This is an optimization exercise on Yosys and OpenROAD, whose aim is small area, a short achievable clock period and few clock cycles, not a production implementation. Function was checked by simulation only, so behaviour that the tests miss may differ from the original.

Design RV32core, start of the top module:
module RV32core(
		input clk,
		input rst,
		output[29:0] imem_addr,
		input[31:0] imem_rdata,
		output[29:0] dmem_addr,
		output dmem_we,
		output[3:0] dmem_wstrb,
		output[31:0] dmem_wdata,
		input[31:0] dmem_rdata,
		input[4:0] dbg_addr,
		output[31:0] dbg_data,
		output halted
	);
Size: ~1300 flip-flops, ~200 I/O pins, roughly 89000 um2 of cells after synthesis.
export LEC_CHECK = 0
export ABC_AREA = 1
export CAP_MARGIN = 20
export CELL_PAD_IN_SITES_DETAIL_PLACEMENT = 1
export CORE_MARGIN = 2
export CORE_UTILIZATION = 35
export CTS_CLUSTER_DIAMETER = 120
export CTS_CLUSTER_SIZE = 20
export SETUP_SLACK_MARGIN = 5.0
export SLEW_MARGIN = 20
create_clock -name core_clock -period 13.5 [get_ports {clk}]
standard.sh (not shown) runs the stock make flow with config.mk's settings and CLKGATE_MAP_FILE= SYNTH_SCRIPT=/design/flow/synth_recipe.tcl, a recipe that flattens the netlist after the stock synthesis.
==> flow/flow/run.sh <==
#!/bin/bash
set -euo pipefail
MARGIN=5.75
sed "s/SETUP_SLACK_MARGIN=[0-9.]*/SETUP_SLACK_MARGIN=$MARGIN/" standard.sh > standard_margin.sh
grep -q "SETUP_SLACK_MARGIN=$MARGIN" standard_margin.sh
bash standard_margin.sh > flow.log 2>&1
The baseline completed without violations.
Testbench counts at the start, summed over its fixed seeds: cycles 22,691.
==> next run, changes <==
==> flow/run.sh (new file) <==
#!/bin/bash
# synth_recipe.tcl (not shown) runs the flow's synth.tcl, then flattens the netlist and writes it again
# the make line also repeats each setting of config.mk as NAME=value (left out here)
make -C /OpenROAD-flow-scripts/flow DESIGN_CONFIG=/design/flow/config.mk WORK_HOME=/design/flow/orfs CLKGATE_MAP_FILE= SYNTH_SCRIPT=/design/flow/synth_recipe.tcl finish
--- a/flow/config.mk
+++ b/flow/config.mk
@@ -6,5 +6,4 @@
 export NUM_CORES = 8
 export LEC_CHECK = 0
-export ABC_AREA = 1
 export CAP_MARGIN = 20
 export CELL_PAD_IN_SITES_DETAIL_PLACEMENT = 1
removed: flow/flow/run.sh
removed: flow/standard.sh
What happened: The changed run went through all stages and came out clean. Non-clock buffer count drops by 242. Fmax is higher by 0.61%. Via count drops by 9.4%. Core utilization drops by 2.7 points. Die area is lower by 1.5%. Cell count falls by 19%. Synthesized area is lower by 1.5%. Global-route usage came out higher by 1.3 points.
==> next run, changes <==
==> flow/flow/run.sh (new file) <==
#!/bin/bash
set -euo pipefail
MARGIN=5.75
sed "s/SETUP_SLACK_MARGIN=[0-9.]*/SETUP_SLACK_MARGIN=$MARGIN/" standard.sh > standard_margin.sh
grep -q "SETUP_SLACK_MARGIN=$MARGIN" standard_margin.sh
bash standard_margin.sh > flow.log 2>&1
==> flow/standard.sh (new file) <==
#!/bin/bash
# synth_recipe.tcl (not shown) runs the flow's synth.tcl, then flattens the netlist and writes it again
# the make line also repeats each setting of config.mk as NAME=value (left out here)
make -C /OpenROAD-flow-scripts/flow DESIGN_CONFIG=/design/flow/config.mk WORK_HOME=/design/flow/orfs CLKGATE_MAP_FILE= SYNTH_SCRIPT=/design/flow/synth_recipe.tcl "${@:-finish}"
removed: flow/run.sh
Effect: Final cell count came out higher by 1.0%. Clock-buffer cell count climbs by 5. Worst setup slack improves by 710 ps. Global-route usage went up by 0.98 points. Maximum frequency grows by 9.0%. Wire length goes up by 2.7%. Sequential share of layout area came out lower by 1.3 points.

========
Setup of run 1:
RV32core again, from the RTL that the note above started with.
Settings: LEC_CHECK=0, CAP_MARGIN=20, CELL_PAD_IN_SITES_DETAIL_PLACEMENT=1, CORE_MARGIN=2, CORE_UTILIZATION=35, CTS_CLUSTER_DIAMETER=120, CTS_CLUSTER_SIZE=20, SETUP_SLACK_MARGIN=5.0, SLEW_MARGIN=20; clock period 13.5 ns.
==> flow/flow/run.sh <==
#!/bin/bash
set -euo pipefail
MARGIN=6.0
sed "s/SETUP_SLACK_MARGIN=[0-9.]*/SETUP_SLACK_MARGIN=$MARGIN/" standard.sh > standard_margin.sh
grep -q "SETUP_SLACK_MARGIN=$MARGIN" standard_margin.sh
bash standard_margin.sh > flow.log 2>&1
Testbench counts of run 1, summed over its fixed seeds: cycles 22,691.
Inputs modified between run 1 and run 2:
==> flow/flow/run.sh <==
#!/bin/bash
set -euo pipefail
MARGIN=6.5
sed "s/SETUP_SLACK_MARGIN=[0-9.]*/SETUP_SLACK_MARGIN=$MARGIN/" standard.sh > standard_margin.sh
grep -q "SETUP_SLACK_MARGIN=$MARGIN" standard_margin.sh
bash standard_margin.sh > flow.log 2>&1
Notes after the runs:
FAIL: run 2; every other run in run 2 and run 1 is clean
Run 2 -> stages 100% | layout checks FAIL | max-capacitance violations, max-slew violations
Endpoint of the most critical setup path = rf.g_reg[19].r[31]: run 2; endpoint of the most critical setup path = dbg_data[6]: run 1
On worst setup slack, run 2 does worse than run 1.
Of run 2 and run 1, the run reporting the higher fmax was run 1.
Relative to run 1, the multi-input gate share of the layout cell area of run 2 is lower by 1.1 points.
### run 2 -> run 3
# run 2
export LEC_CHECK = 0
export CAP_MARGIN = 20
export CELL_PAD_IN_SITES_DETAIL_PLACEMENT = 1
export CORE_MARGIN = 2
export CORE_UTILIZATION = 35
export CTS_CLUSTER_DIAMETER = 120
export CTS_CLUSTER_SIZE = 20
export SETUP_SLACK_MARGIN = 5.0
export SLEW_MARGIN = 20
create_clock -name core_clock -period 13.5 [get_ports {clk}]
# run 3
export LEC_CHECK = 0
export CAP_MARGIN = 20
export CELL_PAD_IN_SITES_DETAIL_PLACEMENT = 1
export CORE_MARGIN = 2
export CORE_UTILIZATION = 35
export SETUP_SLACK_MARGIN = 5.0
export SLEW_MARGIN = 20
create_clock -name core_clock -period 13.5 [get_ports {clk}]
==> flow/run.sh (new file) <==
#!/bin/bash
# synth_recipe.tcl (not shown) runs the flow's synth.tcl, then flattens the netlist and writes it again
# the make line also repeats each setting of config.mk as NAME=value (left out here)
make -C /OpenROAD-flow-scripts/flow DESIGN_CONFIG=/design/flow/config.mk WORK_HOME=/design/flow/orfs CLKGATE_MAP_FILE= SYNTH_SCRIPT=/design/flow/synth_recipe.tcl finish
removed: flow/flow/run.sh
removed: flow/standard.sh
Findings:
Run 3 did not stop at any stage, and its layout met the timing, DRC and antenna checks. Changes observed in run 3 relative to run 2: global-route wire length before repair shows a reduction of about 7%, area added between synthesis and finish shows a reduction of 14 points, total of max-cap violations shows a reduction of 2. Wire: run 3 routes less than run 2. Compared with run 2, run 3 ends up with less cell area. Higher clock input transition at the sequential cells of the worst setup and hold paths among run 3 and run 2: run 2. Clock-buffer cell count, run 3 and run 2: higher on run 3. Of run 3 and run 2, the run reporting the higher post-layout instance count excluding filler cells was run 2. Re fraction of area in multi-input gates: run 3 is 0.62 points up on run 2.
Edits applied to the flow inputs when going from run 3 to run 4:
# run 3
export LEC_CHECK = 0
export CAP_MARGIN = 20
export CELL_PAD_IN_SITES_DETAIL_PLACEMENT = 1
export CORE_MARGIN = 2
export CORE_UTILIZATION = 35
export SETUP_SLACK_MARGIN = 5.0
export SLEW_MARGIN = 20
create_clock -name core_clock -period 13.5 [get_ports {clk}]
# run 4
export LEC_CHECK = 0
export CAP_MARGIN = 20
export CELL_PAD_IN_SITES_DETAIL_PLACEMENT = 1
export CORE_MARGIN = 2
export CORE_UTILIZATION = 35
export CTS_CLUSTER_DIAMETER = 120
export CTS_CLUSTER_SIZE = 20
export SETUP_SLACK_MARGIN = 5.0
export SLEW_MARGIN = 20
create_clock -name core_clock -period 13.5 [get_ports {clk}]
==> flow/flow/run.sh (new file) <==
#!/bin/bash
set -euo pipefail
MARGIN=5.5
sed "s/SETUP_SLACK_MARGIN=[0-9.]*/SETUP_SLACK_MARGIN=$MARGIN/" standard.sh > standard_margin.sh
grep -q "SETUP_SLACK_MARGIN=$MARGIN" standard_margin.sh
bash standard_margin.sh > flow.log 2>&1
==> flow/standard.sh (new file) <==
#!/bin/bash
# synth_recipe.tcl (not shown) runs the flow's synth.tcl, then flattens the netlist and writes it again
# the make line also repeats each setting of config.mk as NAME=value (left out here)
make -C /OpenROAD-flow-scripts/flow DESIGN_CONFIG=/design/flow/config.mk WORK_HOME=/design/flow/orfs CLKGATE_MAP_FILE= SYNTH_SCRIPT=/design/flow/synth_recipe.tcl "${@:-finish}"
removed: flow/run.sh
[summary]
Between run 3 and run 4, the flow reports number of gates given a new drive strength after cts increasing by more than 100%. From run 3 to run 4 the numbers moved as follows: sequential cell area share higher, wire length reported by the detailed router lower. Final cell count shrinks slightly when moving from run 3 to run 4. Run 4 ends up with a average routed wire per standard cell that is about 0.9% lower than in run 3.

-- static timing again, ports no longer ideal --
No port has a modelled driver above. Below, the same layouts with a new extraction and two added sets of constraints.
Step 1: set_driving_cell puts a clkbuf_16 on clk and a buf_2 on each other input, an assumption about the parent block.
Step 2 moves the port delays by t, midway between the first and last clock arrival at a register: inputs arrive t later, outputs are due t later. That takes back most of the time a late clock gives input paths.
Slacks: ideal / step 1 / step 2; pairs: ideal / step 1.
run | t (ns) | slack for setup (ns) | worst data-port slew with drivers (ns)
the first run of note 1 | 0.871 | 4.873 / 4.812 / 4.480 | 0.09
the second run of note 1 | 0.848 | 4.925 / 4.750 / 4.267 | 0.27
the third run of note 1 | 0.877 | 5.632 / 5.573 / 5.036 | 0.10
run 1 | 0.881 | 5.584 / 5.494 / 4.851 | 0.21
run 2 | 0.877 | 5.303 / 5.303 / 4.563 | 0.22
run 3 | 0.901 | 4.974 / 4.811 / 4.173 | 0.25
run 4 | 0.847 | 5.386 / 5.290 / 4.616 | 0.28
The setup slack of run 3, which loses most, moves by -0.163 ns with the drivers and by -0.801 ns with both steps.
